This is an optimization exercise on Yosys and OpenROAD, whose aim is a short achievable clock period and few clock cycles, not a production implementation.
Only simulation tests tie the RTL to the original design; equivalence was not proved.
Power is estimated from default activity; no workload was simulated.

===== run.sh =====
#!/bin/bash
# synth_recipe.tcl (not shown) runs the flow's synth.tcl, then flattens the netlist and writes it again
# the make line also repeats each setting of config.mk as NAME=value (left out here)
make -C /OpenROAD-flow-scripts/flow DESIGN_CONFIG=/design/flow/config.mk WORK_HOME=/design/flow/orfs CLKGATE_MAP_FILE= SYNTH_SCRIPT=/design/flow/synth_recipe.tcl finish

===== constraint.sdc =====
create_clock -name core_clock -period 10.0 [get_ports {clk}]
set_input_delay 2.0000 -clock core_clock [delete_from_list [all_inputs] [get_ports {clk}]]
set_output_delay 2.0000 -clock core_clock [all_outputs]
set_load 0.01 [all_outputs]

===== config.mk =====
export PLATFORM = sky130hd
export DESIGN_NAME = cpu
export DESIGN_NICKNAME = cpu
export VERILOG_FILES = /design/flow/design.v
export SDC_FILE = /design/flow/constraint.sdc
export NUM_CORES = 4
export LEC_CHECK = 0
export CAP_MARGIN = 20
export CORE_MARGIN = 2
export CORE_UTILIZATION = 40
export SLEW_MARGIN = 20

===== design.v =====
module control_unit (op, regdst, regwrite, branch, jump, memread, memtoreg, memwrite, aluop, aluscr);
	input[5:0] 	op;
  	output reg [1:0] regdst;
  	output reg regwrite;
	output reg branch;
	output reg jump;
	output reg memread;
  	output reg [1:0]memtoreg;
  	output reg memwrite;
	output reg [1:0] aluop;
	output reg aluscr;
	always @(*) begin
		branch 		<= 1'b0;
		jump 		<= 1'b0;
		memread 	<= 1'b0;
		memtoreg[1:0]	<= 2'b00;
		memwrite	<= 1'b0;
		aluop[1:0]	<= 2'b10;
		aluscr		<= 1'b0;
		regdst[1:0] <= 2'b01;
		regwrite	<= 1'b1;
		case(op)
			6'b10_0011: 
			begin  
				regdst[1:0]		<= 2'b00;
				memread     	<= 1'b1;
            aluop[1:0]		<= 2'b00;
				aluscr			<= 1'b1;
            memtoreg[1:0]	<= 2'b01;
			end
			6'b10_1011: 
			begin  
            aluop[1]	<= 1'b0;
				aluscr	<= 1'b1;
				memwrite <= 1'b1;
				regwrite	<= 1'b0;
			end
			6'b00_0100: 
			begin  
				branch		<= 1'b1;
				aluop[1:0]	<= 2'b01;
				regwrite		<= 1'b0;
			end
			6'b00_1000: 
			begin  
            regdst[1:0] <= 2'b00;
				aluop[1] 	<= 1'b0;
				aluscr   	<= 1'b1;
			end
			6'b00_0010: 
			begin  
			  jump		<= 1'b1;
			  regwrite	<= 1'b0;
			end
			6'b00_0011: 
			begin
			  jump 				<= 1'b1;
			  regdst[1:0]		<= 2'b10;
			  memtoreg[1:0]	<= 2'b10;
			end
			6'b00_0000: 
			begin  
			end
		endcase
	end
endmodule 
module aludec(func, aluop, alucontrol);
input   [5:0] func;
input   [1:0] aluop;
output reg [2:0] alucontrol;
always @(*)
begin
    case(aluop)
      2'b00: alucontrol <= 3'b010;   
      2'b01: alucontrol <= 3'b110;   
      default: case(func)           
          6'b100000: alucontrol <= 3'b010;  
          6'b100010: alucontrol <= 3'b110;  
          6'b100100: alucontrol <= 3'b000;  
          6'b100101: alucontrol <= 3'b001;  
          6'b101011: alucontrol <= 3'b111;  
          default:   alucontrol <= 3'b011;  
        endcase
    endcase
end
endmodule
module alu_mips(a, b, control, outalu, zero);
input [31:0] a, b;
input [2:0] control;
output reg [31:0] outalu;
output zero;
always@(*)
begin
	case(control)
		0 : outalu=a&b;
		1 : outalu= a|b;
		2 : outalu=a+b;
		6 : outalu=a-b;
		7 : outalu=a<b?1:0;
		12 : outalu=~(a|b);
		default : outalu=0;
	endcase
end
assign zero=outalu==0?1:0;
endmodule
module regmem(
	 clk,
    rst,
    rgr1,
    rgr2,
    write,
    rgw1,
    rgw1data,
    rg1data,
    rg2data
);
    input [4:0] rgr1;
    input [4:0] rgr2;
    input [4:0]     rgw1;
    input [31:0]  rgw1data;
    input clk;
    input rst;
    input write;
    output reg [31:0] rg1data;
    output reg [31:0] rg2data;
    reg [31:0] regMem [31:0];  
  always @(*)
  begin
    rg1data = regMem[rgr1];
    rg2data = regMem[rgr2];
  end
    integer i;
  always @(posedge clk)
    begin
        if(rst == 1'b1)
        begin 
            for( i = 0; i < 32; i = i + 1 )
                regMem[i] <= i;
        end
        else if(write == 1'b1 && rgw1 != 5'd0)  
            regMem[rgw1] <= rgw1data;
    end
endmodule
module sign_ex(in, out);
input [15:0] in;
output [31:0] out;
assign out = {{16{in[15]}}, in};
endmodule
module mux32_2to1 (out, in0, in1, sel);
	output reg  [31:0] out;
	input [31:0] in0;
	input [31:0] in1;
	input sel;
  	always @(*)
    begin
      if (sel == 0)
			out = in0;
      else
			out = in1;
    end
endmodule 
module mux32_3to1 (out, in0, in1, in2, sel);
  	output reg  [31:0] out;
	input [31:0] in0;
	input [31:0] in1;
	input [31:0] in2;
  	input [1:0] sel;
  	always @(*)
		 begin
			case (sel)
				2'b00: out = in0;
				2'b01: out = in1;
				2'b10: out = in2;
				default: out = in0;
			endcase
		 end
endmodule 
module mux5_3to1 (out, in0, in1, in2, sel);
	output reg  [4:0] out;
	input [4:0] in0;
	input [4:0] in1;
	input [4:0] in2;
  	input [1:0] sel;
  	always @(*)
	begin
		case (sel)
			2'b00: out = in0;
			2'b01: out = in1;
			2'b10: out = in2;
			default: out = in0;
		endcase
	end
endmodule 
module cpu (rst, clk, addr, instruction,
            dmem_addr, dmem_wdata, dmem_write, dmem_read, dmem_readdata);
  	  input rst,clk;
  	  output reg [31:0] addr;
	  input  [31:0] instruction;
	  output [31:0] dmem_addr;
	  output [31:0] dmem_wdata;
	  output dmem_write, dmem_read;
	  input  [31:0] dmem_readdata;
	  wire [1:0] cu_regdst;
	  wire cu_jump, cu_branch, cu_memread;
	  wire [1:0] cu_memtoreg;
	  wire [1:0] cu_aluop;
	  wire cu_memwrite, cu_aluscr, cu_regwrite;
	  wire [4:0] mux1_regwrite;
	  wire [31:0] memdata;
	  wire [31:0] reg_readdata1, reg_readdata2;
	  wire [31:0] signext_out;
	  wire [31:0] mux2_out;
	  wire [31:0] alu_out;
	  wire alu_zero;
	  wire [2:0] aluctrl_out;
	  wire [31:0] dmem_readdata;
	  wire bBranch;
     wire [31:0] j_addr;
     wire [31:0] next_pc;
    wire [31:0] pc;
	 always @(posedge clk)
		if (rst)
			addr <= 32'h00000000;
		else
			addr <= next_pc;
    parameter ra_addr = 5'b11111;
    assign pc = addr + 4;
    control_unit contrlu (instruction[31:26], cu_regdst, cu_regwrite, cu_branch, cu_jump, cu_memread, cu_memtoreg, cu_memwrite, cu_aluop, cu_aluscr);
    mux5_3to1 mux01 (mux1_regwrite, instruction[20:16], instruction[15:11], ra_addr, cu_regdst[1:0]);
    regmem rmem (.clk(clk), .rst(rst), .rgr1(instruction[25:21]), .rgr2(instruction[20:16]), .write(cu_regwrite),
                 .rgw1(mux1_regwrite), .rgw1data(memdata), .rg1data(reg_readdata1), .rg2data(reg_readdata2));
    aludec aluctrl (instruction[5:0], cu_aluop, aluctrl_out);
    sign_ex signext (instruction[15:0], signext_out[31:0]);
    mux32_2to1 mux02 (mux2_out, reg_readdata2, signext_out, cu_aluscr);
    alu_mips ALU (reg_readdata1, mux2_out, aluctrl_out, alu_out, alu_zero);
    assign dmem_addr  = alu_out;
    assign dmem_wdata = reg_readdata2;
    assign dmem_write = cu_memwrite;
    assign dmem_read  = cu_memread;
    mux32_3to1 memmux(memdata, alu_out, dmem_readdata, pc, cu_memtoreg);
    and AND1(bBranch, cu_branch, alu_zero );
    wire [31:0] branch_shiftl2_result;
    wire [31:0] b_addr;
    wire [31:0] mux04_result;
    assign branch_shiftl2_result = signext_out << 2;
    assign b_addr = pc + branch_shiftl2_result;
    assign j_addr = {pc[31:28], instruction[25:0], 2'b00};
    mux32_2to1 mux04 (mux04_result, pc, b_addr, bBranch);
    mux32_2to1 mux05 (next_pc, mux04_result, j_addr, cu_jump);
endmodule

==> run notes <==
==> cells by family after synthesis <==
kind of cell               count (synthesis)  synth area share [%]
AOI/OAI and AO/OA                        505                  5.74
adders and majority gates                134                  2.78
buffers and inverters                    549                  3.45
xor gates and xnor gates                  68                 0.975
muxes                                    725                  24.7
other                                      1               0.00614
and+or+nand+nor                         1624                  11.1
DFF                                     1054                  51.3
==> report_power, final <==
| group | switching [W] | internal [W] | leakage [nW] |
|---|---|---|---|
| Sequential | 0.0000921 | 0.00502 | 10.6 |
| Combinational | 0.00179 | 0.00112 | 12.4 |
| Clock | 0.00181 | 0.00229 | 1.73 |
| Total | 0.00370 | 0.00843 | 24.7 |
==> synth_stat cells (37+ instances only) <==
cell                       instances  area share [%]
sky130_fd_sc_hd__a21oi_1         110            0.90
sky130_fd_sc_hd__nand3_1          94            0.77
sky130_fd_sc_hd__buf_1            58            0.36
sky130_fd_sc_hd__and3_1           37            0.38
sky130_fd_sc_hd__a21o_1           39            0.48
sky130_fd_sc_hd__edfxtp_1       1024              50
sky130_fd_sc_hd__xnor2_1          41            0.59
sky130_fd_sc_hd__mux2i_1          50            0.82
sky130_fd_sc_hd__nand2_1         261             1.6
sky130_fd_sc_hd__ha_1            131             2.7
sky130_fd_sc_hd__nor2_1         1056             6.5
sky130_fd_sc_hd__mux4_2          620              23
sky130_fd_sc_hd__mux2_2           54             1.0
sky130_fd_sc_hd__inv_1           113            0.69
sky130_fd_sc_hd__clkbuf_1        356             2.2
sky130_fd_sc_hd__o21ai_0         111            0.91
sky130_fd_sc_hd__nor3_1           45            0.37
==> final cells by class <==
class / instances / area (um2) / area share [%]
tap: 2030 / 2540 / 3.59
clock buffer: 119 / 2740 / 3.88
timing repair buffer: 521 / 4730 / 6.69
inverter: 116 / 440 / 0.622
clock inverter: 79 / 741 / 1.05
sequential: 1054 / 31400 / 44.3
multi-input combinational: 3090 / 28200 / 39.9
antenna: 1 / 2.50 / 0.00354
==> registers in the layout, indices dropped and copies added, names as in the netlist <==
name,flops
rmem.regMem,1024
addr,30
==> worst max-delay path by stage <==
stage,endpoint,slack (ns),depth (start not counted)
floorplan,dmem_addr[28],0.02,23
global placement,dmem_addr[24],-0.07,21
detailed placement,dmem_addr[24],-0.09,21
CTS,dmem_addr[24],0.01,21
global route,dmem_addr[29],-0.05,21
finish,dmem_addr[29],0.18,19
==> through the flow <==
step           total power, W  utilization, %
2_1_floorplan         0.00679               -
3_3_place_gp          0.00800            44.2
3_5_place_dp          0.00801            44.2
4_1_cts                0.0121            46.5
5_1_grt                0.0125            46.6
6_report               0.0121            46.6
==> worst register-to-register path, cell delays in order, from the launching register on <==
cell and delay (ns):
sky130_fd_sc_hd__edfxtp_1 0.42, sky130_fd_sc_hd__mux4_2 0.49, sky130_fd_sc_hd__mux4_2 0.48, sky130_fd_sc_hd__mux2_2 0.34, sky130_fd_sc_hd__nand2b_1 0.16, sky130_fd_sc_hd__o21ai_0 0.09, sky130_fd_sc_hd__inv_1 0.09, sky130_fd_sc_hd__ha_1 0.23
sky130_fd_sc_hd__fa_1 0.45, sky130_fd_sc_hd__a211o_1 0.35, sky130_fd_sc_hd__a311oi_4 0.39, sky130_fd_sc_hd__o311ai_0 0.25, sky130_fd_sc_hd__a21oi_1 0.23, sky130_fd_sc_hd__o21bai_1 0.10, sky130_fd_sc_hd__xnor2_1 0.13, sky130_fd_sc_hd__a221oi_1 0.37
sky130_fd_sc_hd__nand3_1 0.22, sky130_fd_sc_hd__buf_4 0.21, sky130_fd_sc_hd__nor3_1 0.17, sky130_fd_sc_hd__nand4b_1 0.24, sky130_fd_sc_hd__nor4_1 0.35, sky130_fd_sc_hd__nand4_1 0.18, sky130_fd_sc_hd__buf_12 0.22, sky130_fd_sc_hd__nor4_1 0.57
sky130_fd_sc_hd__a211o_1 0.17
==> layer usage <==
| metal | routed length (um) | vias up |
|---|---|---|
| met5 | 117 | - |
| met1 | 81000 | 22815 |
| met2 | 110000 | 2949 |
| met3 | 24400 | 575 |
| met4 | 11100 | 18 |
| li1 | - | 18248 |
==> what timing repair did <==
action,in CTS,in global routing
endpoints found under the setup margin,3,11
gates cloned,1,0
setup buffers,0,6
pin swaps,0,7
resized for setup,4,29
==> Flow_metrics.wiki <==
{| class="wikitable"
! Metric !! Value
|-
| Commonest non-fill, non-tap cell in the layout || sky130_fd_sc_hd__nor2_1
|-
| Slew at the pin closest to its max-slew limit || 1.27 ns
|-
| Gate count of the mapped netlist || 4660
|-
| Horizontal die dimension || 395 um
|-
| Critical path startpoint || instruction[16]
|-
| Hold path endpoint || addr[31]
|-
| Post-layout min period || 9.82 ns
|-
| Endpoint type of the worst setup path || primary output
|-
| CP Launch Type || input pin
|-
| Required time at the endpoint of the critical path || 8.00 ns
|-
| Number of port buffers || 161
|-
| Register-to-Register Path Depth || 24
|-
| Boundary Pins || 164
|-
| Setup WS pre-CTS || -0.0860 ns
|-
| Worst Skew || 0.0483 ns
|-
| Post-Place Cell Area || 0.0670 mm2
|-
| Later-pin clock latency in the skew report || 0.76 ns
|-
| Stage delay of the slowest cell on the critical path || 0.60 ns
|-
| TritonCTS clock tree || done
|-
| EDFF count, synth || 1024
|-
| Chip Height || 395 um
|-
| Class of the most critical setup path || input pin to primary output
|-
| Synth warn || 8
|-
| Rel. slew slack || 14.7%
|-
| Global placer's final weighted congestion || 0.968
|-
| Max rail drop VDD || 0.000139 V
|-
| H-Tree Depth || 3
|-
| Count of hold buffers inserted by post-cts repair || 0
|-
| Worst-path cell chain || buf_8, buf_12, mux4_2, mux4_2, mux2_2, nand2b_1, o21ai_0, ha_1, buf_4, nand2_1, o21ai_0, inv_1, and3_1, o21ai_1, a21oi_1, o22ai_1, mux2i_1, o2111ai_1, clkdlybuf4s50_1
|-
| Count of final hold-check violations || 0
|-
| Number of remaining DRC errors || 0
|-
| Area growth from synthesis to layout || 15.8%
|-
| Via count of the first global-routing pass || 43814
|-
| Crit-path slowest cell || sky130_fd_sc_hd__clkdlybuf4s50_1
|-
| Worst r2r src || rmem.regMem[15][0]
|-
| Number of buffers inserted during clock tree synthesis || 106
|-
| # clock sinks || 1054
|-
| Maximum number of buffers from clock root to sink || 3
|-
| Half-perimeter wire length after detailed placement || 149000 um
|-
| Outcome || complete, no violations
|-
| First-pass GRT wire length || 322000 um
|-
| Final TNS setup || 0 ns
|-
| Total length of routed wires || 227000 um
|-
| Largest delay share family, worst path || compound AO/OA/AOI/OAI gates
|-
| Count of non-filler cells in the finished layout || 7010
|-
| Row count || 143
|-
| Kind of path behind the tightest hold check || flop to flop
|-
| Final Cell Area || 0.0708 mm2
|-
| Placed cells || 6803
|-
| Worst EP arrival || 7.82 ns
|-
| Met2 usage || 47.6%
|-
| Sequential share of the synthesized area || 51.3%
|-
| Congestion Overflow GR || 0
|-
| Antenna violations before repair || 15
|-
| Count of maximum capacitance violations || 0
|-
| Fraction of synthesis flops using an asynchronous set or reset pin || 0%
|-
| Hold_ws || 0.648 ns
|-
| Initial detailed-routing violation count || 6028
|-
| Commonest cells after routing, fill and taps aside || sky130_fd_sc_hd__nor2_1 (1056), sky130_fd_sc_hd__edfxtp_1 (1024), sky130_fd_sc_hd__mux4_2 (620), sky130_fd_sc_hd__buf_4 (330), sky130_fd_sc_hd__nand2_1 (200)
|-
| Net count, final || 5089
|-
| Setup slack, reg-to-reg || 3.05 ns
|-
| Met3 Usage GRT || 5.95%
|-
| Destination of the worst register-to-register timing path || addr[17]
|-
| Per-instance average area after synthesis || 13.1 um2
|-
| Post-DR vias/cell || 6.36
|-
| Final Slew Violations || 0
|-
| Post-CTS clock slew at the launch and capture registers of the worst setup and hold paths || 0.08 ns
|-
| Total of flip-flops plus latches after synthesis || 1054
|-
| Most common flop cell mapped by yosys || sky130_fd_sc_hd__edfxtp_1
|-
| Average routed wire per standard cell || 32.3 um
|-
| Largest fanout on the critical path || 45
|-
| Area of the die || 0.156 mm2
|-
| Max Clock Freq || 0.102 GHz
|-
| Largest net degree at the start of global routing || 57
|-
| Area of the core || 0.152 mm2
|-
| Layout cell share with drive strength beyond 1 || 27.2%
|-
| Effective utilization at floorplan || 40.3%
|-
| Synth Cell Area || 0.0611 mm2
|-
| Power density of the placed cells || 171 mW/mm2
|-
| Origin of the worst min-delay path || addr[31]
|-
| Via count || 44605
|-
| Final-report setup violation count || 0
|-
| Count of distinct cell types in the synthesized netlist || 86
|-
| GR peak layer || met2
|-
| GR Util All Layers || 28.7%
|-
| Met1 Resource Use GR || 36.4%
|-
| Unrepaired setup endpoints after global routing || true
|-
| Crit share post-route || 98.2%
|-
| Detailed Routing Iterations Pass 1 || 6
|-
| Number of nets with antenna violations after routing || 0
|-
| Total of fill cells in the finished design || 13372
|-
| Buf+Inv Stages, Crit Path || 5
|-
| Worst hold path depth || 3
|-
| Static Leakage || 24.7 nW
|-
| Root buffer selected by CTS || sky130_fd_sc_hd__clkbuf_16
|-
| Slack of the critical path || 0.175 ns
|}
Testbench counts, summed over its fixed seeds: cycles 90,589.

==> separate check: timing with driven ports <==
The flow's constraints put no driver on any port. The routed layout listed below was extracted and timed again, unchanged, in two steps. Step 1 sets driving cells, clkbuf_16 on the clock port and buf_2 on the other inputs (assumed; they add their load-dependent delay and slew). Step 2, shift: input delay + t, output delay - t, t = (earliest + latest rising clock arrival at the registers) / 2. This alone moves slack from input paths to output paths. a / b / c = no drivers / after step 1 / after step 2; a / b = the first two.
t (ns): 0.811
slack for setup (ns): 0.175 / 0.127 / 0.127
worst setup path after step 2: input to output
worst data-port slew with drivers (ns): 0.15
After both steps this run still meets setup and hold. For this run, drivers alone change the setup slack by -0.048 ns; drivers and shift together by -0.048 ns.
